Source: an optimization exercise on an open RTL-to-GDS flow (aim: small area and a short achievable clock period). Production flows keep margins and buffers that such runs may drop. Function was checked by simulation only, so behaviour that the tests miss may differ from the original. No activity file was given, so power comes from the tool's default toggle rates.

--- constraint.sdc ---
create_clock -name core_clock -period 10.0 [get_ports {clk}]
set_input_delay 2.0000 -clock core_clock [delete_from_list [all_inputs] [get_ports {clk}]]
set_output_delay 2.0000 -clock core_clock [all_outputs]
set_load 0.01 [all_outputs]
--- design.v ---
module HA(input a, input b, output s, output co);
  assign s = a ^ b;
  assign co = a & b;
endmodule
module HAN(input a, input b, output s, output co);
  assign s = ~(a ^ b);
  OR2 o (a, b, co);
endmodule
module OR2(input a, input b, output y);
  assign y = a | b;
endmodule
module FA(input a, input b, input c, output s, output co);
  assign s = a ^ b ^ c;
  assign co = (a & b) | (a & c) | (b & c);
endmodule
module FA1(input a, input b, output s, output co);
  assign s = ~(a ^ b);
  OR2 o (a, b, co);
endmodule
module G_NAND2(input a, input b, output y);
  assign y = ~(a & b);
endmodule
module G_NOR2(input a, input b, output y);
  assign y = ~(a | b);
endmodule
module G_XOR2(input a, input b, output y);
  assign y = a ^ b;
endmodule
module G_XNOR2(input a, input b, output y);
  assign y = ~(a ^ b);
endmodule
module G_INV(input a, output y);
  assign y = ~a;
endmodule
module G_AOI21(input a1, input a2, input b1, output y);
  assign y = ~((a1 & a2) | b1);
endmodule
module G_OAI21(input a1, input a2, input b1, output y);
  assign y = ~((a1 | a2) & b1);
endmodule
module complex(clk, a0, a1, b0, b1, im, re);
  input clk;
  input [7:0] a0, a1, b0, b1;
  output reg [15:0] im, re;
  wire [15:0] re_d, im_d;
  wire rs1;
  wire rc2;
  wire rs3;
  wire rc4;
  wire rs5;
  wire rc6;
  wire rs7;
  wire rc8;
  wire rs9;
  wire rc10;
  wire rs11;
  wire rc12;
  wire rs13;
  wire rc14;
  wire rs15;
  wire rc16;
  wire rs17;
  wire rc18;
  wire rs19;
  wire rc20;
  wire rs21;
  wire rc22;
  wire rs23;
  wire rc24;
  wire rs25;
  wire rc26;
  wire rs27;
  wire rc28;
  wire rs29;
  wire rc30;
  wire rs31;
  wire rc32;
  wire rs33;
  wire rc34;
  wire rs35;
  wire rc36;
  wire rs37;
  wire rc38;
  wire rs39;
  wire rc40;
  wire rs41;
  wire rc42;
  wire rs43;
  wire rc44;
  wire rs45;
  wire rc46;
  wire rs47;
  wire rc48;
  wire rs49;
  wire rc50;
  wire rs51;
  wire rc52;
  wire rs53;
  wire rc54;
  wire rs55;
  wire rc56;
  wire rs57;
  wire rc58;
  wire rs59;
  wire rc60;
  wire rs61;
  wire rc62;
  wire rs63;
  wire rc64;
  wire rn65;
  wire rs66;
  wire rc67;
  wire rs68;
  wire rc69;
  wire rs70;
  wire rc71;
  wire rs72;
  wire rc73;
  wire rs74;
  wire rc75;
  wire rs76;
  wire rc77;
  wire rs78;
  wire rc79;
  wire rs80;
  wire rc81;
  wire rs82;
  wire rc83;
  wire rs84;
  wire rc85;
  wire rs86;
  wire rc87;
  wire rs88;
  wire rc89;
  wire rs90;
  wire rc91;
  wire rs92;
  wire rc93;
  wire rs94;
  wire rc95;
  wire rs96;
  wire rc97;
  wire rs98;
  wire rc99;
  wire rs100;
  wire rc101;
  wire rs102;
  wire rc103;
  wire rs104;
  wire rc105;
  wire rs106;
  wire rc107;
  wire rs108;
  wire rc109;
  wire rs110;
  wire rc111;
  wire rs112;
  wire rc113;
  wire rs114;
  wire rc115;
  wire rs116;
  wire rc117;
  wire rs118;
  wire rc119;
  wire rs120;
  wire rc121;
  wire rn122;
  wire rs123;
  wire rc124;
  wire rs125;
  wire rc126;
  wire rs127;
  wire rc128;
  wire rs129;
  wire rc130;
  wire rs131;
  wire rc132;
  wire rs133;
  wire rc134;
  wire rs135;
  wire rc136;
  wire rs137;
  wire rc138;
  wire rs139;
  wire rc140;
  wire rs141;
  wire rc142;
  wire rs143;
  wire rc144;
  wire rs145;
  wire rc146;
  wire rs147;
  wire rc148;
  wire rs149;
  wire rc150;
  wire rs151;
  wire rc152;
  wire rs153;
  wire rc154;
  wire rs155;
  wire rc156;
  wire rs157;
  wire rc158;
  wire rs159;
  wire rc160;
  wire rs161;
  wire rc162;
  wire rs163;
  wire rc164;
  wire rs165;
  wire rc166;
  wire rs167;
  wire rc168;
  wire rs169;
  wire rc170;
  wire rs171;
  wire rc172;
  wire rs173;
  wire rc174;
  wire rs175;
  wire rc176;
  wire rs177;
  wire rc178;
  wire rs179;
  wire rc180;
  wire rs181;
  wire rc182;
  wire rs183;
  wire rc184;
  wire rs185;
  wire rc186;
  wire rs187;
  wire rc188;
  wire rs189;
  wire rc190;
  wire rs191;
  wire rc192;
  wire rs193;
  wire rc194;
  wire rs195;
  wire rc196;
  wire rs197;
  wire rc198;
  wire rs199;
  wire rc200;
  wire rs201;
  wire rc202;
  wire rs203;
  wire rc204;
  wire rs205;
  wire rc206;
  wire rs207;
  wire rc208;
  wire rs209;
  wire rc210;
  wire rs211;
  wire rc212;
  wire rs213;
  wire rc214;
  wire rs215;
  wire rc216;
  wire rs217;
  wire rc218;
  wire rs219;
  wire rc220;
  wire rs221;
  wire rc222;
  wire rs223;
  wire rc224;
  wire rs225;
  wire rc226;
  wire rars227;
  wire rarc228;
  wire rars229;
  wire rarc230;
  wire rars231;
  wire rarc232;
  wire rars233;
  wire rarc234;
  wire rars235;
  wire rarc236;
  wire rars237;
  wire rarc238;
  wire rapw239;
  wire ragw240;
  wire ratw241;
  wire rapw242;
  wire ragw243;
  wire ratw244;
  wire rapw245;
  wire ragw246;
  wire ratw247;
  wire rapw248;
  wire ragw249;
  wire ratw250;
  wire rapw251;
  wire ragw252;
  wire ratw253;
  wire rapw254;
  wire ragw255;
  wire ratw256;
  wire rapw257;
  wire ragw258;
  wire ratw259;
  wire rapw260;
  wire ragw261;
  wire ratw262;
  wire rapw263;
  wire ragw264;
  wire ratw265;
  wire rapw266;
  wire raiw267;
  wire raxw268;
  wire raxw269;
  wire rayw270;
  wire raxw271;
  wire rayw272;
  wire raxw273;
  wire rayw274;
  wire raxw275;
  wire rayw276;
  wire raiw277;
  wire raxw278;
  wire raxw279;
  wire raiw280;
  wire raiw281;
  wire raxw282;
  wire rayw283;
  wire raxw284;
  wire rayw285;
  wire raxw286;
  wire raiw287;
  wire raxw288;
  wire raiw289;
  wire raxw290;
  wire raxw291;
  wire raiw292;
  wire raxw293;
  wire raxw294;
  wire rasw295;
  wire rasw296;
  wire rasw297;
  wire rasw298;
  wire rasw299;
  wire rasw300;
  wire rasw301;
  wire rasw302;
  wire rasw303;
  wire rasw304;
  wire is305;
  wire ic306;
  wire is307;
  wire ic308;
  wire is309;
  wire ic310;
  wire is311;
  wire ic312;
  wire is313;
  wire ic314;
  wire is315;
  wire ic316;
  wire is317;
  wire ic318;
  wire is319;
  wire ic320;
  wire is321;
  wire ic322;
  wire is323;
  wire ic324;
  wire is325;
  wire ic326;
  wire is327;
  wire ic328;
  wire is329;
  wire ic330;
  wire is331;
  wire ic332;
  wire is333;
  wire ic334;
  wire is335;
  wire ic336;
  wire is337;
  wire ic338;
  wire is339;
  wire ic340;
  wire is341;
  wire ic342;
  wire is343;
  wire ic344;
  wire is345;
  wire ic346;
  wire is347;
  wire ic348;
  wire is349;
  wire ic350;
  wire is351;
  wire ic352;
  wire is353;
  wire ic354;
  wire is355;
  wire ic356;
  wire is357;
  wire ic358;
  wire is359;
  wire ic360;
  wire is361;
  wire ic362;
  wire is363;
  wire ic364;
  wire is365;
  wire ic366;
  wire is367;
  wire ic368;
  wire is369;
  wire ic370;
  wire is371;
  wire ic372;
  wire is373;
  wire ic374;
  wire is375;
  wire ic376;
  wire is377;
  wire ic378;
  wire is379;
  wire ic380;
  wire is381;
  wire ic382;
  wire is383;
  wire ic384;
  wire is385;
  wire ic386;
  wire is387;
  wire ic388;
  wire is389;
  wire ic390;
  wire is391;
  wire ic392;
  wire is393;
  wire ic394;
  wire is395;
  wire ic396;
  wire is397;
  wire ic398;
  wire is399;
  wire ic400;
  wire is401;
  wire ic402;
  wire is403;
  wire ic404;
  wire is405;
  wire ic406;
  wire is407;
  wire ic408;
  wire is409;
  wire ic410;
  wire is411;
  wire ic412;
  wire is413;
  wire ic414;
  wire is415;
  wire ic416;
  wire is417;
  wire ic418;
  wire is419;
  wire ic420;
  wire is421;
  wire ic422;
  wire is423;
  wire ic424;
  wire is425;
  wire ic426;
  wire is427;
  wire ic428;
  wire is429;
  wire ic430;
  wire is431;
  wire ic432;
  wire is433;
  wire ic434;
  wire is435;
  wire ic436;
  wire is437;
  wire ic438;
  wire is439;
  wire ic440;
  wire is441;
  wire ic442;
  wire is443;
  wire ic444;
  wire is445;
  wire ic446;
  wire is447;
  wire ic448;
  wire is449;
  wire ic450;
  wire is451;
  wire ic452;
  wire is453;
  wire ic454;
  wire is455;
  wire ic456;
  wire is457;
  wire ic458;
  wire is459;
  wire ic460;
  wire is461;
  wire ic462;
  wire is463;
  wire ic464;
  wire is465;
  wire ic466;
  wire is467;
  wire ic468;
  wire is469;
  wire ic470;
  wire is471;
  wire ic472;
  wire is473;
  wire ic474;
  wire is475;
  wire ic476;
  wire is477;
  wire ic478;
  wire is479;
  wire ic480;
  wire is481;
  wire ic482;
  wire is483;
  wire ic484;
  wire is485;
  wire ic486;
  wire is487;
  wire ic488;
  wire is489;
  wire ic490;
  wire is491;
  wire ic492;
  wire is493;
  wire ic494;
  wire is495;
  wire ic496;
  wire is497;
  wire ic498;
  wire is499;
  wire ic500;
  wire is501;
  wire ic502;
  wire is503;
  wire ic504;
  wire is505;
  wire ic506;
  wire is507;
  wire ic508;
  wire is509;
  wire ic510;
  wire is511;
  wire ic512;
  wire is513;
  wire ic514;
  wire iasw515;
  wire iarw516;
  wire iars517;
  wire iarc518;
  wire iaow519;
  wire iars520;
  wire iarc521;
  wire iaow522;
  wire iars523;
  wire iarc524;
  wire iaow525;
  wire iars526;
  wire iarc527;
  wire iaow528;
  wire iars529;
  wire iarc530;
  wire iaow531;
  wire iapw532;
  wire iagw533;
  wire iatw534;
  wire iapw535;
  wire iagw536;
  wire iatw537;
  wire iapw538;
  wire iagw539;
  wire iatw540;
  wire iapw541;
  wire iagw542;
  wire iatw543;
  wire iapw544;
  wire iagw545;
  wire iatw546;
  wire iapw547;
  wire iagw548;
  wire iatw549;
  wire iapw550;
  wire iagw551;
  wire iatw552;
  wire iapw553;
  wire iagw554;
  wire iatw555;
  wire iapw556;
  wire iagw557;
  wire iatw558;
  wire iapw559;
  wire iaiw560;
  wire iaxw561;
  wire iaxw562;
  wire iayw563;
  wire iaxw564;
  wire iayw565;
  wire iaxw566;
  wire iayw567;
  wire iaxw568;
  wire iayw569;
  wire iaiw570;
  wire iaxw571;
  wire iaxw572;
  wire iaiw573;
  wire iaiw574;
  wire iaxw575;
  wire iayw576;
  wire iaxw577;
  wire iayw578;
  wire iaxw579;
  wire iaiw580;
  wire iaxw581;
  wire iaiw582;
  wire iaxw583;
  wire iaxw584;
  wire iaiw585;
  wire iaxw586;
  wire iaxw587;
  wire iasw588;
  wire iasw589;
  wire iasw590;
  wire iasw591;
  wire iasw592;
  wire iasw593;
  wire iasw594;
  wire iasw595;
  wire iasw596;
  wire iasw597;
  FA1 ru2 ((a0[0] & b0[6]), (a0[1] & b0[5]), rs1, rc2);
  FA1 ru4 ((a0[0] & b0[7]), (a0[1] & b0[6]), rs3, rc4);
  FA ru6 ((a0[2] & b0[5]), (a0[3] & b0[4]), (a0[4] & b0[3]), rs5, rc6);
  HA ru8 ((a0[5] & b0[2]), (a0[6] & b0[1]), rs7, rc8);
  FA1 ru10 ((a0[1] & b0[7]), (a0[2] & b0[6]), rs9, rc10);
  FA ru12 ((a0[3] & b0[5]), (a0[4] & b0[4]), (a0[5] & b0[3]), rs11, rc12);
  HA ru14 ((a0[6] & b0[2]), (a0[7] & b0[1]), rs13, rc14);
  FA ru16 ((a0[2] & b0[7]), (a0[3] & b0[6]), (a0[4] & b0[5]), rs15, rc16);
  FA1 ru18 ((a0[0] & b0[4]), (a0[1] & b0[3]), rs17, rc18);
  FA1 ru20 ((a0[0] & b0[5]), (a0[1] & b0[4]), rs19, rc20);
  FA ru22 ((a0[2] & b0[3]), (a0[3] & b0[2]), (a0[4] & b0[1]), rs21, rc22);
  HA ru24 ((a0[5] & b0[0]), ~(a1[0] & b1[5]), rs23, rc24);
  FA ru26 ((a0[2] & b0[4]), (a0[3] & b0[3]), (a0[4] & b0[2]), rs25, rc26);
  FA ru28 ((a0[5] & b0[1]), (a0[6] & b0[0]), ~(a1[0] & b1[6]), rs27, rc28);
  FA ru30 (~(a1[1] & b1[5]), ~(a1[2] & b1[4]), ~(a1[3] & b1[3]), rs29, rc30);
  HA ru32 (~(a1[4] & b1[2]), ~(a1[5] & b1[1]), rs31, rc32);
  FA ru34 ((a0[7] & b0[0]), ~(a1[0] & b1[7]), ~(a1[1] & b1[6]), rs33, rc34);
  FA ru36 (~(a1[2] & b1[5]), ~(a1[3] & b1[4]), ~(a1[4] & b1[3]), rs35, rc36);
  FA ru38 (~(a1[5] & b1[2]), ~(a1[6] & b1[1]), ~(a1[7] & b1[0]), rs37, rc38);
  FA ru40 (rc2, rs3, rs7, rs39, rc40);
  FA ru42 (~(a1[1] & b1[7]), ~(a1[2] & b1[6]), ~(a1[3] & b1[5]), rs41, rc42);
  FA ru44 (~(a1[4] & b1[4]), ~(a1[5] & b1[3]), ~(a1[6] & b1[2]), rs43, rc44);
  FA ru46 (~(a1[7] & b1[1]), rc4, rc8, rs45, rc46);
  FA ru48 (rs9, rs13, rc6, rs47, rc48);
  FA ru50 ((a0[5] & b0[4]), (a0[6] & b0[3]), (a0[7] & b0[2]), rs49, rc50);
  FA ru52 (~(a1[2] & b1[7]), ~(a1[3] & b1[6]), ~(a1[4] & b1[5]), rs51, rc52);
  FA ru54 (~(a1[5] & b1[4]), ~(a1[6] & b1[3]), ~(a1[7] & b1[2]), rs53, rc54);
  FA ru56 (rc10, rc14, rc12, rs55, rc56);
  FA ru58 ((a0[3] & b0[7]), (a0[4] & b0[6]), (a0[5] & b0[5]), rs57, rc58);
  FA ru60 ((a0[6] & b0[4]), (a0[7] & b0[3]), ~(a1[3] & b1[7]), rs59, rc60);
  FA ru62 (~(a1[4] & b1[6]), ~(a1[5] & b1[5]), ~(a1[6] & b1[4]), rs61, rc62);
  FA ru64 ((a0[4] & b0[7]), (a0[5] & b0[6]), (a0[6] & b0[5]), rs63, rc64);
  assign rn65 = ~(a0[0] & b0[2]);
  FA1 ru67 ((a0[0] & b0[3]), (a0[1] & b0[2]), rs66, rc67);
  FA ru69 ((a0[2] & b0[1]), (a0[3] & b0[0]), ~(a1[0] & b1[3]), rs68, rc69);
  FA ru71 ((a0[2] & b0[2]), (a0[3] & b0[1]), (a0[4] & b0[0]), rs70, rc71);
  FA ru73 (~(a1[0] & b1[4]), ~(a1[1] & b1[3]), ~(a1[2] & b1[2]), rs72, rc73);
  HA ru75 (~(a1[3] & b1[1]), ~(a1[4] & b1[0]), rs74, rc75);
  FA ru77 (~(a1[1] & b1[4]), ~(a1[2] & b1[3]), ~(a1[3] & b1[2]), rs76, rc77);
  FA ru79 (~(a1[4] & b1[1]), ~(a1[5] & b1[0]), rc18, rs78, rc79);
  FA ru81 (rs19, rs23, rc75, rs80, rc81);
  FA ru83 (~(a1[6] & b1[0]), rc20, rs1, rs82, rc83);
  FA ru85 (rc24, rs31, rc22, rs84, rc85);
  FA ru87 (rc77, rs25, rs27, rs86, rc87);
  FA ru89 (rc32, rc26, rc28, rs88, rc89);
  FA ru91 (rc30, rs5, rs33, rs90, rc91);
  FA ru93 (rs35, rs37, rc83, rs92, rc93);
  FA ru95 (rc34, rc36, rc38, rs94, rc95);
  FA ru97 (rs11, rs41, rs43, rs96, rc97);
  FA ru99 (rc40, rs45, rc89, rs98, rc99);
  FA ru101 (rc42, rc44, rs15, rs100, rc101);
  FA ru103 (rs49, rs51, rs53, rs102, rc103);
  FA ru105 (rc46, rc48, rc95, rs104, rc105);
  FA ru107 (~(a1[7] & b1[3]), rc16, rc50, rs106, rc107);
  FA ru109 (rc52, rc54, rs57, rs108, rc109);
  FA ru111 (rs59, rs61, rc56, rs110, rc111);
  FA ru113 ((a0[7] & b0[4]), ~(a1[4] & b1[7]), ~(a1[5] & b1[6]), rs112, rc113);
  FA ru115 (~(a1[6] & b1[5]), ~(a1[7] & b1[4]), rc58, rs114, rc115);
  FA ru117 (rc60, rc62, rs63, rs116, rc117);
  FA ru119 ((a0[5] & b0[7]), (a0[6] & b0[6]), (a0[7] & b0[5]), rs118, rc119);
  FA ru121 (~(a1[5] & b1[7]), ~(a1[6] & b1[6]), ~(a1[7] & b1[5]), rs120, rc121);
  assign rn122 = ~(a0[0] & b0[1]);
  FA ru124 ((a0[1] & b0[1]), (a0[2] & b0[0]), ~(a1[0] & b1[2]), rs123, rc124);
  HA ru126 (~(a1[1] & b1[1]), ~(a1[2] & b1[0]), rs125, rc126);
  FA ru128 (~(a1[1] & b1[2]), ~(a1[2] & b1[1]), ~(a1[3] & b1[0]), rs127, rc128);
  FA ru130 ((a0[0] & b0[2]), rs66, rc126, rs129, rc130);
  FA ru132 (rc67, rs17, rs74, rs131, rc132);
  FA ru134 (rc69, rc128, rs70, rs133, rc134);
  FA ru136 (rc71, rc73, rs21, rs135, rc136);
  FA ru138 (rs76, rs78, rc132, rs137, rc138);
  FA ru140 (rs29, rc79, rc81, rs139, rc140);
  FA ru142 (rs82, rs84, rc136, rs141, rc142);
  FA ru144 (rs39, rc85, rc87, rs143, rc144);
  FA ru146 (rs88, rs90, rc140, rs145, rc146);
  FA ru148 (rs47, rc91, rs94, rs147, rc148);
  FA ru150 (rs96, rc93, rs98, rs149, rc150);
  FA ru152 (rs55, rc97, rs100, rs151, rc152);
  FA ru154 (rs102, rc99, rs104, rs153, rc154);
  FA ru156 (rc101, rc103, rs106, rs155, rc156);
  FA ru158 (rs108, rc105, rs110, rs157, rc158);
  FA ru160 (rs112, rc107, rc109, rs159, rc160);
  FA ru162 (rs114, rs116, rc111, rs161, rc162);
  FA ru164 (rc64, rc113, rs118, rs163, rc164);
  FA ru166 (rs120, rc115, rc117, rs165, rc166);
  FA ru168 ((a0[6] & b0[7]), (a0[7] & b0[6]), ~(a1[6] & b1[7]), rs167, rc168);
  FA ru170 (~(a1[7] & b1[6]), rc119, rc121, rs169, rc170);
  HA ru172 ((a0[1] & b0[0]), ~(a1[0] & b1[1]), rs171, rc172);
  FA ru174 ((a0[0] & b0[1]), rn65, rs125, rs173, rc174);
  FA ru176 (rc124, rs68, rs127, rs175, rc176);
  FA ru178 (rs72, rc130, rs131, rs177, rc178);
  FA ru180 (rs80, rc134, rs135, rs179, rc180);
  FA ru182 (rs86, rc138, rs139, rs181, rc182);
  FA ru184 (rs92, rc142, rs143, rs183, rc184);
  FA ru186 (rc144, rs147, rc146, rs185, rc186);
  FA ru188 (rc148, rs151, rc150, rs187, rc188);
  FA ru190 (rc152, rs155, rc154, rs189, rc190);
  FA ru192 (rc156, rs159, rc158, rs191, rc192);
  FA ru194 (rs163, rc160, rs165, rs193, rc194);
  FA ru196 (rs167, rc164, rs169, rs195, rc196);
  FA ru198 ((a0[7] & b0[7]), ~(a1[7] & b1[7]), rc168, rs197, rc198);
  HA ru200 (~(a1[1] & b1[0]), rn122, rs199, rc200);
  FA ru202 (rc172, rc200, rs123, rs201, rc202);
  FA ru204 (rc174, rs129, rc202, rs203, rc204);
  FA ru206 (rc176, rs133, rs177, rs205, rc206);
  FA ru208 (rs137, rc178, rs179, rs207, rc208);
  FA ru210 (rs141, rc180, rs181, rs209, rc210);
  FA ru212 (rc182, rs145, rs183, rs211, rc212);
  FA ru214 (rs149, rc184, rs185, rs213, rc214);
  FA ru216 (rs153, rc186, rs187, rs215, rc216);
  FA ru218 (rs157, rc188, rs189, rs217, rc218);
  FA ru220 (rs161, rc190, rs191, rs219, rc220);
  FA ru222 (rc162, rs193, rc192, rs221, rc222);
  FA ru224 (rc166, rs195, rc194, rs223, rc224);
  FA ru226 (rc170, rs197, rc196, rs225, rc226);
  FA1 raru228 ((a0[0] & b0[0]), ~(a1[0] & b1[0]), rars227, rarc228);
  FA raru230 (rs171, rs199, rarc228, rars229, rarc230);
  FA raru232 (rs173, rs201, rarc230, rars231, rarc232);
  FA raru234 (rs175, rs203, rarc232, rars233, rarc234);
  FA raru236 (rc204, rs205, rarc234, rars235, rarc236);
  FA raru238 (rc206, rs207, rarc236, rars237, rarc238);
  G_XOR2 rapu239 (rc208, rs209, rapw239);
  G_NAND2 ragu240 (rc208, rs209, ragw240);
  G_NOR2 ratu241 (rc208, rs209, ratw241);
  G_XOR2 rapu242 (rc210, rs211, rapw242);
  G_NAND2 ragu243 (rc210, rs211, ragw243);
  G_NOR2 ratu244 (rc210, rs211, ratw244);
  G_XOR2 rapu245 (rc212, rs213, rapw245);
  G_NAND2 ragu246 (rc212, rs213, ragw246);
  G_NOR2 ratu247 (rc212, rs213, ratw247);
  G_XOR2 rapu248 (rc214, rs215, rapw248);
  G_NAND2 ragu249 (rc214, rs215, ragw249);
  G_NOR2 ratu250 (rc214, rs215, ratw250);
  G_XOR2 rapu251 (rc216, rs217, rapw251);
  G_NAND2 ragu252 (rc216, rs217, ragw252);
  G_NOR2 ratu253 (rc216, rs217, ratw253);
  G_XOR2 rapu254 (rc218, rs219, rapw254);
  G_NAND2 ragu255 (rc218, rs219, ragw255);
  G_NOR2 ratu256 (rc218, rs219, ratw256);
  G_XOR2 rapu257 (rc220, rs221, rapw257);
  G_NAND2 ragu258 (rc220, rs221, ragw258);
  G_NOR2 ratu259 (rc220, rs221, ratw259);
  G_XOR2 rapu260 (rc222, rs223, rapw260);
  G_NAND2 ragu261 (rc222, rs223, ragw261);
  G_NOR2 ratu262 (rc222, rs223, ratw262);
  G_XOR2 rapu263 (rc224, rs225, rapw263);
  G_NAND2 ragu264 (rc224, rs225, ragw264);
  G_NOR2 ratu265 (rc224, rs225, ratw265);
  G_XOR2 rapu266 (rc198, rc226, rapw266);
  G_INV raiu267 (rarc238, raiw267);
  G_OAI21 raxu268 (ratw241, raiw267, ragw240, raxw268);
  G_OAI21 raxu269 (ratw247, ragw243, ragw246, raxw269);
  G_NOR2 rayu270 (ratw247, ratw244, rayw270);
  G_OAI21 raxu271 (ratw253, ragw249, ragw252, raxw271);
  G_NOR2 rayu272 (ratw253, ratw250, rayw272);
  G_OAI21 raxu273 (ratw259, ragw255, ragw258, raxw273);
  G_NOR2 rayu274 (ratw259, ratw256, rayw274);
  G_OAI21 raxu275 (ratw265, ragw261, ragw264, raxw275);
  G_NOR2 rayu276 (ratw265, ratw262, rayw276);
  G_INV raiu277 (raxw268, raiw277);
  G_OAI21 raxu278 (ratw244, raiw277, ragw243, raxw278);
  G_AOI21 raxu279 (rayw270, raxw268, raxw269, raxw279);
  G_INV raiu280 (raxw271, raiw280);
  G_INV raiu281 (rayw272, raiw281);
  G_OAI21 raxu282 (ratw256, raiw280, ragw255, raxw282);
  G_NOR2 rayu283 (ratw256, raiw281, rayw283);
  G_AOI21 raxu284 (rayw274, raxw271, raxw273, raxw284);
  G_NAND2 rayu285 (rayw274, rayw272, rayw285);
  G_OAI21 raxu286 (ratw250, raxw279, ragw249, raxw286);
  G_INV raiu287 (raxw279, raiw287);
  G_AOI21 raxu288 (rayw272, raiw287, raxw271, raxw288);
  G_INV raiu289 (raxw279, raiw289);
  G_AOI21 raxu290 (rayw283, raiw289, raxw282, raxw290);
  G_OAI21 raxu291 (rayw285, raxw279, raxw284, raxw291);
  G_INV raiu292 (raxw291, raiw292);
  G_OAI21 raxu293 (ratw262, raiw292, ragw261, raxw293);
  G_AOI21 raxu294 (rayw276, raxw291, raxw275, raxw294);
  G_XOR2 rasu295 (rapw239, rarc238, rasw295);
  G_XOR2 rasu296 (rapw242, raxw268, rasw296);
  G_XOR2 rasu297 (rapw245, raxw278, rasw297);
  G_XNOR2 rasu298 (rapw248, raxw279, rasw298);
  G_XOR2 rasu299 (rapw251, raxw286, rasw299);
  G_XNOR2 rasu300 (rapw254, raxw288, rasw300);
  G_XNOR2 rasu301 (rapw257, raxw290, rasw301);
  G_XOR2 rasu302 (rapw260, raxw291, rasw302);
  G_XOR2 rasu303 (rapw263, raxw293, rasw303);
  G_XNOR2 rasu304 (rapw266, raxw294, rasw304);
  HAN iu306 (~(a0[0] & b1[6]), ~(a0[1] & b1[5]), is305, ic306);
  FA iu308 (~(a0[0] & b1[7]), ~(a0[1] & b1[6]), ~(a0[2] & b1[5]), is307, ic308);
  FA iu310 (~(a0[3] & b1[4]), ~(a0[4] & b1[3]), ~(a0[5] & b1[2]), is309, ic310);
  FA iu312 (~(a0[1] & b1[7]), ~(a0[2] & b1[6]), ~(a0[3] & b1[5]), is311, ic312);
  HAN iu314 (~(a0[4] & b1[4]), ~(a0[5] & b1[3]), is313, ic314);
  HAN iu316 (~(a0[2] & b1[7]), ~(a0[3] & b1[6]), is315, ic316);
  HAN iu318 (~(a0[0] & b1[4]), ~(a0[1] & b1[3]), is317, ic318);
  FA iu320 (~(a0[0] & b1[5]), ~(a0[1] & b1[4]), ~(a0[2] & b1[3]), is319, ic320);
  FA iu322 (~(a0[3] & b1[2]), ~(a0[4] & b1[1]), ~(a0[5] & b1[0]), is321, ic322);
  FA iu324 (~(a0[2] & b1[4]), ~(a0[3] & b1[3]), ~(a0[4] & b1[2]), is323, ic324);
  FA iu326 (~(a0[5] & b1[1]), ~(a0[6] & b1[0]), ~(a1[0] & b0[6]), is325, ic326);
  FA iu328 (~(a1[1] & b0[5]), ~(a1[2] & b0[4]), ~(a1[3] & b0[3]), is327, ic328);
  FA iu330 (~(a0[6] & b1[1]), ~(a0[7] & b1[0]), ~(a1[0] & b0[7]), is329, ic330);
  FA iu332 (~(a1[1] & b0[6]), ~(a1[2] & b0[5]), ~(a1[3] & b0[4]), is331, ic332);
  FA iu334 (~(a1[4] & b0[3]), ~(a1[5] & b0[2]), ~(a1[6] & b0[1]), is333, ic334);
  HAN iu336 (~(a1[7] & b0[0]), ic306, is335, ic336);
  FA iu338 (~(a0[6] & b1[2]), ~(a0[7] & b1[1]), ~(a1[1] & b0[7]), is337, ic338);
  FA iu340 (~(a1[2] & b0[6]), ~(a1[3] & b0[5]), ~(a1[4] & b0[4]), is339, ic340);
  FA iu342 (~(a1[5] & b0[3]), ~(a1[6] & b0[2]), ~(a1[7] & b0[1]), is341, ic342);
  FA iu344 (is313, ic308, ic310, is343, ic344);
  FA iu346 (~(a0[4] & b1[5]), ~(a0[5] & b1[4]), ~(a0[6] & b1[3]), is345, ic346);
  FA iu348 (~(a0[7] & b1[2]), ~(a1[2] & b0[7]), ~(a1[3] & b0[6]), is347, ic348);
  FA iu350 (~(a1[4] & b0[5]), ~(a1[5] & b0[4]), ~(a1[6] & b0[3]), is349, ic350);
  FA iu352 (~(a1[7] & b0[2]), ic314, is315, is351, ic352);
  FA iu354 (~(a0[3] & b1[7]), ~(a0[4] & b1[6]), ~(a0[5] & b1[5]), is353, ic354);
  FA iu356 (~(a0[6] & b1[4]), ~(a0[7] & b1[3]), ~(a1[3] & b0[7]), is355, ic356);
  FA iu358 (~(a1[4] & b0[6]), ~(a1[5] & b0[5]), ~(a1[6] & b0[4]), is357, ic358);
  FA iu360 (~(a0[4] & b1[7]), ~(a0[5] & b1[6]), ~(a0[6] & b1[5]), is359, ic360);
  FA iu362 (~(a0[0] & b1[3]), ~(a0[1] & b1[2]), ~(a0[2] & b1[1]), is361, ic362);
  FA iu364 (~(a0[2] & b1[2]), ~(a0[3] & b1[1]), ~(a0[4] & b1[0]), is363, ic364);
  FA iu366 (~(a1[0] & b0[4]), ~(a1[1] & b0[3]), ~(a1[2] & b0[2]), is365, ic366);
  FA iu368 (~(a1[0] & b0[5]), ~(a1[1] & b0[4]), ~(a1[2] & b0[3]), is367, ic368);
  FA iu370 (~(a1[3] & b0[2]), ~(a1[4] & b0[1]), ~(a1[5] & b0[0]), is369, ic370);
  HAN iu372 (ic318, ic364, is371, ic372);
  FA iu374 (~(a1[4] & b0[2]), ~(a1[5] & b0[1]), ~(a1[6] & b0[0]), is373, ic374);
  FA iu376 (is305, ic320, ic322, is375, ic376);
  FA iu378 (ic368, ic370, is323, is377, ic378);
  FA iu380 (ic324, ic326, ic328, is379, ic380);
  FA iu382 (ic374, is307, is309, is381, ic382);
  FA iu384 (is329, is331, is333, is383, ic384);
  FA iu386 (ic330, ic332, ic334, is385, ic386);
  FA iu388 (is311, is337, is339, is387, ic388);
  FA iu390 (is341, ic336, ic380, is389, ic390);
  FA iu392 (ic312, ic338, ic340, is391, ic392);
  FA iu394 (ic342, is345, is347, is393, ic394);
  FA iu396 (is349, is351, ic344, is395, ic396);
  FA iu398 (~(a1[7] & b0[3]), ic316, ic346, is397, ic398);
  FA iu400 (ic348, ic350, is353, is399, ic400);
  FA iu402 (is355, is357, ic352, is401, ic402);
  FA iu404 (~(a0[7] & b1[4]), ~(a1[4] & b0[7]), ~(a1[5] & b0[6]), is403, ic404);
  FA iu406 (~(a1[6] & b0[5]), ~(a1[7] & b0[4]), ic354, is405, ic406);
  FA iu408 (ic356, ic358, is359, is407, ic408);
  FA iu410 (~(a0[5] & b1[7]), ~(a0[6] & b1[6]), ~(a0[7] & b1[5]), is409, ic410);
  FA iu412 (~(a1[5] & b0[7]), ~(a1[6] & b0[6]), ~(a1[7] & b0[5]), is411, ic412);
  FA iu414 (~(a0[0] & b1[2]), ~(a0[1] & b1[1]), ~(a0[2] & b1[0]), is413, ic414);
  FA iu416 (~(a0[3] & b1[0]), ~(a1[0] & b0[3]), ~(a1[1] & b0[2]), is415, ic416);
  HAN iu418 (~(a1[2] & b0[1]), ~(a1[3] & b0[0]), is417, ic418);
  FA iu420 (~(a1[3] & b0[1]), ~(a1[4] & b0[0]), is317, is419, ic420);
  FA iu422 (ic418, ic362, ic416, is421, ic422);
  FA iu424 (ic366, is319, is321, is423, ic424);
  FA iu426 (is367, is369, is371, is425, ic426);
  FA iu428 (is325, is327, is373, is427, ic428);
  FA iu430 (ic372, is375, ic424, is429, ic430);
  FA iu432 (is335, ic376, ic378, is431, ic432);
  FA iu434 (is379, ic428, is381, is433, ic434);
  FA iu436 (is343, ic382, ic384, is435, ic436);
  FA iu438 (is385, is387, is389, is437, ic438);
  FA iu440 (ic386, ic388, is391, is439, ic440);
  FA iu442 (is393, ic390, is395, is441, ic442);
  FA iu444 (ic392, ic394, is397, is443, ic444);
  FA iu446 (is399, is401, ic396, is445, ic446);
  FA iu448 (is403, ic398, ic400, is447, ic448);
  FA iu450 (is405, is407, ic402, is449, ic450);
  FA iu452 (ic360, ic404, is409, is451, ic452);
  FA iu454 (is411, ic406, ic408, is453, ic454);
  FA iu456 (~(a0[6] & b1[7]), ~(a0[7] & b1[6]), ~(a1[6] & b0[7]), is455, ic456);
  FA iu458 (~(a1[7] & b0[6]), ic410, ic412, is457, ic458);
  HAN iu460 (~(a0[0] & b1[1]), ~(a0[1] & b1[0]), is459, ic460);
  FA iu462 (~(a1[0] & b0[2]), ~(a1[1] & b0[1]), ~(a1[2] & b0[0]), is461, ic462);
  FA iu464 (is417, ic414, ic462, is463, ic464);
  FA iu466 (is363, is365, is419, is465, ic466);
  FA iu468 (ic420, ic422, is423, is467, ic468);
  FA iu470 (is377, is427, ic426, is469, ic470);
  FA iu472 (is383, ic430, is431, is471, ic472);
  FA iu474 (ic432, ic434, is435, is473, ic474);
  FA iu476 (ic436, is439, ic438, is475, ic476);
  FA iu478 (ic440, is443, ic442, is477, ic478);
  FA iu480 (ic444, is447, is449, is479, ic480);
  FA iu482 (is451, ic448, is453, is481, ic482);
  FA iu484 (is455, ic452, is457, is483, ic484);
  FA iu486 (~(a0[7] & b1[7]), ~(a1[7] & b0[7]), ic456, is485, ic486);
  HAN iu488 (~(a1[0] & b0[1]), ~(a1[1] & b0[0]), is487, ic488);
  FA iu490 (ic460, ic488, is413, is489, ic490);
  FA iu492 (is361, is415, is463, is491, ic492);
  FA iu494 (ic464, is421, is465, is493, ic494);
  FA iu496 (is425, ic466, is467, is495, ic496);
  FA iu498 (is429, ic468, is469, is497, ic498);
  FA iu500 (is433, ic470, is471, is499, ic500);
  FA iu502 (is437, ic472, is473, is501, ic502);
  FA iu504 (is441, ic474, is475, is503, ic504);
  FA iu506 (is445, ic476, is477, is505, ic506);
  FA iu508 (ic446, is479, ic478, is507, ic508);
  FA iu510 (ic450, is481, ic480, is509, ic510);
  FA iu512 (ic454, is483, ic482, is511, ic512);
  FA iu514 (ic458, is485, ic484, is513, ic514);
  G_XOR2 iasu515 (~(a0[0] & b1[0]), ~(a1[0] & b0[0]), iasw515);
  OR2 iaru516 (~(a0[0] & b1[0]), ~(a1[0] & b0[0]), iarw516);
  FA iaru518 (is459, is487, iarw516, iars517, iarc518);
  G_INV iaou519 (iars517, iaow519);
  FA iaru521 (is461, is489, iarc518, iars520, iarc521);
  G_INV iaou522 (iars520, iaow522);
  FA iaru524 (ic490, is491, iarc521, iars523, iarc524);
  G_INV iaou525 (iars523, iaow525);
  FA iaru527 (ic492, is493, iarc524, iars526, iarc527);
  G_INV iaou528 (iars526, iaow528);
  FA iaru530 (ic494, is495, iarc527, iars529, iarc530);
  G_INV iaou531 (iars529, iaow531);
  G_XOR2 iapu532 (ic496, is497, iapw532);
  G_NAND2 iagu533 (ic496, is497, iagw533);
  G_NOR2 iatu534 (ic496, is497, iatw534);
  G_XOR2 iapu535 (ic498, is499, iapw535);
  G_NAND2 iagu536 (ic498, is499, iagw536);
  G_NOR2 iatu537 (ic498, is499, iatw537);
  G_XOR2 iapu538 (ic500, is501, iapw538);
  G_NAND2 iagu539 (ic500, is501, iagw539);
  G_NOR2 iatu540 (ic500, is501, iatw540);
  G_XOR2 iapu541 (ic502, is503, iapw541);
  G_NAND2 iagu542 (ic502, is503, iagw542);
  G_NOR2 iatu543 (ic502, is503, iatw543);
  G_XOR2 iapu544 (ic504, is505, iapw544);
  G_NAND2 iagu545 (ic504, is505, iagw545);
  G_NOR2 iatu546 (ic504, is505, iatw546);
  G_XOR2 iapu547 (ic506, is507, iapw547);
  G_NAND2 iagu548 (ic506, is507, iagw548);
  G_NOR2 iatu549 (ic506, is507, iatw549);
  G_XOR2 iapu550 (ic508, is509, iapw550);
  G_NAND2 iagu551 (ic508, is509, iagw551);
  G_NOR2 iatu552 (ic508, is509, iatw552);
  G_XOR2 iapu553 (ic510, is511, iapw553);
  G_NAND2 iagu554 (ic510, is511, iagw554);
  G_NOR2 iatu555 (ic510, is511, iatw555);
  G_XOR2 iapu556 (ic512, is513, iapw556);
  G_NAND2 iagu557 (ic512, is513, iagw557);
  G_NOR2 iatu558 (ic512, is513, iatw558);
  G_XOR2 iapu559 (ic486, ic514, iapw559);
  G_INV iaiu560 (iarc530, iaiw560);
  G_AOI21 iaxu561 (iagw533, iaiw560, iatw534, iaxw561);
  G_AOI21 iaxu562 (iagw539, iatw537, iatw540, iaxw562);
  G_NAND2 iayu563 (iagw539, iagw536, iayw563);
  G_AOI21 iaxu564 (iagw545, iatw543, iatw546, iaxw564);
  G_NAND2 iayu565 (iagw545, iagw542, iayw565);
  G_AOI21 iaxu566 (iagw551, iatw549, iatw552, iaxw566);
  G_NAND2 iayu567 (iagw551, iagw548, iayw567);
  G_AOI21 iaxu568 (iagw557, iatw555, iatw558, iaxw568);
  G_NAND2 iayu569 (iagw557, iagw554, iayw569);
  G_INV iaiu570 (iaxw561, iaiw570);
  G_AOI21 iaxu571 (iagw536, iaiw570, iatw537, iaxw571);
  G_OAI21 iaxu572 (iayw563, iaxw561, iaxw562, iaxw572);
  G_INV iaiu573 (iaxw564, iaiw573);
  G_INV iaiu574 (iayw565, iaiw574);
  G_AOI21 iaxu575 (iagw548, iaiw573, iatw549, iaxw575);
  G_NAND2 iayu576 (iagw548, iaiw574, iayw576);
  G_OAI21 iaxu577 (iayw567, iaxw564, iaxw566, iaxw577);
  G_NOR2 iayu578 (iayw567, iayw565, iayw578);
  G_AOI21 iaxu579 (iagw542, iaxw572, iatw543, iaxw579);
  G_INV iaiu580 (iaxw572, iaiw580);
  G_OAI21 iaxu581 (iayw565, iaiw580, iaxw564, iaxw581);
  G_INV iaiu582 (iaxw572, iaiw582);
  G_OAI21 iaxu583 (iayw576, iaiw582, iaxw575, iaxw583);
  G_AOI21 iaxu584 (iayw578, iaxw572, iaxw577, iaxw584);
  G_INV iaiu585 (iaxw584, iaiw585);
  G_AOI21 iaxu586 (iagw554, iaiw585, iatw555, iaxw586);
  G_OAI21 iaxu587 (iayw569, iaxw584, iaxw568, iaxw587);
  G_XNOR2 iasu588 (iapw532, iarc530, iasw588);
  G_XNOR2 iasu589 (iapw535, iaxw561, iasw589);
  G_XNOR2 iasu590 (iapw538, iaxw571, iasw590);
  G_XOR2 iasu591 (iapw541, iaxw572, iasw591);
  G_XNOR2 iasu592 (iapw544, iaxw579, iasw592);
  G_XOR2 iasu593 (iapw547, iaxw581, iasw593);
  G_XOR2 iasu594 (iapw550, iaxw583, iasw594);
  G_XNOR2 iasu595 (iapw553, iaxw584, iasw595);
  G_XNOR2 iasu596 (iapw556, iaxw586, iasw596);
  G_XOR2 iasu597 (iapw559, iaxw587, iasw597);
  assign re_d[0] = rars227;
  assign re_d[1] = rars229;
  assign re_d[2] = rars231;
  assign re_d[3] = rars233;
  assign re_d[4] = rars235;
  assign re_d[5] = rars237;
  assign re_d[6] = rasw295;
  assign re_d[7] = rasw296;
  assign re_d[8] = rasw297;
  assign re_d[9] = rasw298;
  assign re_d[10] = rasw299;
  assign re_d[11] = rasw300;
  assign re_d[12] = rasw301;
  assign re_d[13] = rasw302;
  assign re_d[14] = rasw303;
  assign re_d[15] = rasw304;
  assign im_d[0] = iasw515;
  assign im_d[1] = iaow519;
  assign im_d[2] = iaow522;
  assign im_d[3] = iaow525;
  assign im_d[4] = iaow528;
  assign im_d[5] = iaow531;
  assign im_d[6] = iasw588;
  assign im_d[7] = iasw589;
  assign im_d[8] = iasw590;
  assign im_d[9] = iasw591;
  assign im_d[10] = iasw592;
  assign im_d[11] = iasw593;
  assign im_d[12] = iasw594;
  assign im_d[13] = iasw595;
  assign im_d[14] = iasw596;
  assign im_d[15] = iasw597;
  always @(posedge clk) begin
    re <= re_d;
    im <= im_d;
  end
endmodule
--- flow/run.sh ---
#!/bin/bash
set -o pipefail
export BUFFER_PORTS_ARGS="-buffer_cell sky130_fd_sc_hd__buf_1"
export CTS_ARGS="-sink_clustering_enable -sink_clustering_size 32 -sink_clustering_max_diameter 200 -buf_list sky130_fd_sc_hd__clkbuf_8 -dont_use_dummy_load -repair_clock_nets"
cp standard.sh standard_sh.txt 2>/dev/null
bash standard.sh > standard.log 2>&1
--- config.mk ---
export PLATFORM = sky130hd
export DESIGN_NAME = complex
export DESIGN_NICKNAME = complex
export VERILOG_FILES = /design/flow/design.v
export SDC_FILE = /design/flow/constraint.sdc
export NUM_CORES = 4
export LEC_CHECK = 0
export CAP_MARGIN = 20
export CORE_MARGIN = 2
export CORE_UTILIZATION = 40.0
export PLACE_DENSITY = 0.6
export SETUP_SLACK_MARGIN = 4.35
export SLEW_MARGIN = 20
export SYNTH_HIERARCHICAL = 1
export TNS_END_PERCENT = 0.0
--- standard.sh ---
#!/bin/bash
# synth_recipe.tcl (not shown) runs the flow's synth.tcl, then flattens the netlist and writes it again
# the make line also repeats each setting of config.mk as NAME=value (left out here)
make -C /OpenROAD-flow-scripts/flow DESIGN_CONFIG=/design/flow/config.mk WORK_HOME=/design/flow/orfs CLKGATE_MAP_FILE= SYNTH_SCRIPT=/design/flow/synth_recipe.tcl "${@:-finish}"
==> out/results.txt <==
In this design, the stage delay of the slowest critical-path cell is 0.57 ns. At the worst endpoint, the required time is 10.24 ns. The run finished with no timing, DRC or antenna violations. The total I/O pin count was 65.

By instance count, the leading cell after synthesis is nand2_1. The final count of pins violating max slew was 0; the number of instances on the worst hold path was 3. The xor/xnor cell area share of the yosys netlist is 0.06763, and the post-placement cell count is 966. The tools report the worst voltage drop across the vdd grid as 226.8 uV. The routed design could run at a clock period as short as 5.520 ns.

The total area inside the core boundary comes to 0.01802 sq mm. The async set-reset flop share out of synthesis was 0; the H-tree level count was 2. The synthesized netlist occupies a cell area of 0.007382 sq mm. Power per cell area: 351.2 mW/mm^2.

The post-layout utilization of the core came out at 0.4462. The path class of the lowest-slack min-delay path is input port to register. The floorplan step set the die height to 139.9 um. The proportion of synthesized area in mux cells was 0.

TritonCTS built the clock tree. During placement, the flow inserted port buffers numbering 64. The number of standard-cell rows in the floorplan is 49. For the final HPWL from detailed placement, the log shows 11.86 mm. The total count of hold-check failures in the final report was 0; the relative area change from synthesis to final layout was 8.949%. In the final design database the tool counted 1000 nets. The count of vias placed by the detailed router was 4941; the via count of the first global-routing pass was 5348. By instance count, the cell type seen most on the critical path is fa_2.

Antenna diode count: 0. Clock-pin slew was measured on the worst setup and hold paths at 0.08 ns. The category of the worst setup path launch point was an input port. Number of synthesized flops with an enable pin: 0. The sequential area share after synthesis is 0.08678. The initial core utilization is 0.4096. After the first detailed-routing iteration, the DRC count stood at 215.

The top achievable clock speed was 181.1 MHz; the count of nets left with antenna violations after detail routing was 0. Global routing finished with a remaining overflow of 0. The number of distinct standard cells referenced by the synthesized netlist was 15; the share of the clock period used by the worst path after layout was 0.5520. The run gives 19 as the pin count of the biggest net entering global routing.

Global-route usage over all layers: 0.1731. The summed negative setup slack over all endpoints is 0 ns. The logs give 0 for the number of setup violations in the final report and 0 for the max capacitance violation total. The via-per-instance ratio is 5.032. The synthesized net count is 966.

After synthesis, the largest family of logic cells by area is adder cells. The synthesized-area fraction occupied by adder cells was 0.5668; the weighted congestion at the end of routability-driven global placement was 0.8181. The total power consumption of the routed design was 2.824 mW; the wire length after detailed routing was 15.55 mm. The top-area cell type share of the netlist area was 0.5532.

The largest individual stage delay along the critical path comes from the cell fa_2. Setup repair after global routing could not meet its margin everywhere. The warning count from the yosys run is 7, and the synthesized netlist cell count is 721.

The run gives 32 as the count of clock tree sinks. After detailed routing, the number of remaining DRC violations is 0. The worst setup path is captured at a register. The average routed wire per standard cell is 15.84 um. The worst hold slack was 2.025 ns; the initial antenna violation count was 0. By area the synthesized netlist is led by fa_1 55%, nand2_1 11%, dfxtp_1 8.7%. The arrival time at the worst endpoint was 5.76 ns. Counting along the longest clock path gives a buffer depth of 2. The first global-routing pass estimated 26.78 mm of wire. Of all nets on the critical path, the largest fanout is 16.

The run gives 5 as the total iterations of the first detailed-routing run. Clock tree synthesis selected as its root buffer the cell clkbuf_8. Buffers inserted during clock tree synthesis total 5. The startpoint identified for the worst hold timing path is b0[0]. The die covers 0.01956 sq mm. The simple-gate area share of the yosys netlist came out at 0.1917. Normalized max-slew margin: 0.8202. For this run, the leading register cell type out of synthesis is dfxtp_1. The complex-gate fraction of the synthesized area is 0.02797.

The largest total area in the synthesized netlist belongs to fa_1. The commonest cells after synthesis are 218 x nand2_1, 204 x fa_1, 64 x and2_1, 32 x dfxtp_1, 31 x xor2_1. Traced cell by cell, the critical path runs through buf_6 > and2_1 > fa_1 > fa_2 > fa_2 > fa_2 > fa_1 > fa_2 > nor2_2 > nor2_2 > nand2_2 > o21ai_4 > inv_1 > o21ai_2 > xor2_1. For hold timing, the worst endpoint is im[0]. The leakage component of the power was 2.996 nW; the total of flip-flops plus latches after synthesis was 32. In this run the worst setup path begins at b0[5]. Actual transition at the worst max-transition pin: 0.2678 ns. Class of the most critical setup path: input port to register. Measured along the x axis, the die boundary spans 139.9 um.

The tools report the non-filler instance count after layout as 982. In this run the mean area of a mapped cell was 10.24 sq um. Fraction of final layout cells with drive strength greater than 1: 0.1394.
## per-module statistics from Yosys, one instance, submodules excluded, a selection
| module | copies in the design | flops+latches |
|---|---|---|
| complex | 1 | 32 |
| FA | 204 | 0 |
| G_AOI21 | 15 | 0 |
| G_XNOR2 | 10 | 0 |
| FA1 | 7 | 0 |
| G_OAI21 | 15 | 0 |
| G_NOR2 | 24 | 0 |
| G_NAND2 | 24 | 0 |
## report_power, final
part,internal (mW),switching (mW),total [mW],leakage (nW)
Clock,0.0449,0.0532,0.0981,0.0359
Combinational,1.19,1.28,2.47,2.69
Sequential,0.241,0.0147,0.256,0.270
## per-stage QoR
stage | worst slack (ns) | cell area [sq um]
6_report | 4.480 | 8043
5_1_grt | 4.322 | 8043
4_1_cts | 4.329 | 7835
3_5_place_dp | 3.398 | 7586
3_3_place_gp | 3.471 | 7586
2_1_floorplan | 4.241 | 7600
## worst max path at each step
stage	endpoint	slack [ns]	cells after the start
after floorplan	re[14]	4.24	16
after global placement	im[15]	3.47	14
after detailed placement	im[15]	3.40	14
after CTS	re[14]	4.33	15
after global routing	im[14]	4.32	15
final	re[14]	4.48	15
## worst max-delay path: cells and delay by family
| kind | cells | cell delay, ns |
|---|---|---|
| buffers and inverters | 2 | 0.22 |
| AOI/OAI and AO/OA | 2 | 0.30 |
| and+or+nand+nor | 4 | 0.49 |
| adders and majority gates | 6 | 2.61 |
| xor gates and xnor gates | 1 | 0.13 |
## layout make-up
| class | count | area, sq um |
|---|---|---|
| Fill cell | 1755 | 9982 |
| Multi-Input combinational cell | 622 | 6431 |
| Sequential cell | 32 | 640.6 |
| Timing Repair Buffer | 75 | 544.3 |
| Tap cell | 229 | 286.5 |
| Inverter | 19 | 71.32 |
| Clock buffer | 5 | 68.82 |
## kinds of logic after synthesis
group / count (synthesis)
adders and majority gates: 212
buffers and inverters: 67
AOI/OAI and AO/OA: 30
xor gates and xnor gates: 57
and+or+nand+nor: 323
DFF: 32
## sequential cells by signal, summed over array words and instances (netlist names)
name	cells
im	16
re	16
## layout by cell type (no fill, tap or decap), types with 15 or more instances in the layout
master   instances
fa_1           176
xnor2_1         26
fa_2            28
inv_1           19
nor2_1          21
dfxtp_1         32
and2_1          59
a21oi_2         15
nand2_1        217
buf_1           32
xor2_1          31
buf_6           23
buf_4           16
or2_1           17
## timing repair
action,4_1_cts,5_1_grt
hold buffers,0,0
setup buffers,6,5
endpoints found under the setup margin,15,11
resized for setup,78,57
pin swaps,7,17
## routing by layer
| layer | wire length, um | GRT usage | up-vias |
|---|---|---|---|
| li1 | - | - | 2202 |
| met1 | 6568 | 0.2402 | 2564 |
| met2 | 7782 | 0.2847 | 163 |
| met3 | 1009 | 0.03131 | 12 |
| met4 | 189 | 0.04053 | 0 |
| met5 | 0 | 0 | - |

==> what the ideal ports hide <==
The flow's constraints put no driver on any port. The routed layout listed below was extracted and timed again, unchanged, in two steps. Step 1: set_driving_cell puts a clkbuf_16 on clk and a buf_2 on each other input, an assumption about the parent block. Step 2 times the ports against the registers' clock, not the clock port: input delays grow and output delays shrink by t, the midpoint of the rising clock arrivals with the driver on. a / b / c = ideal ports / drivers / drivers and shift; a / b = the first two.
t, ns: 0.340
setup WS [ns]: 4.480 / 4.481 / 4.141
latest minus earliest clock arrival (ns): 0.028 / 0.028
cell pins on the clock port's net: 1
After both steps setup and hold are still met in this run. For this run, drivers alone change the setup slack by +0.001 ns; drivers and shift together by -0.339 ns.
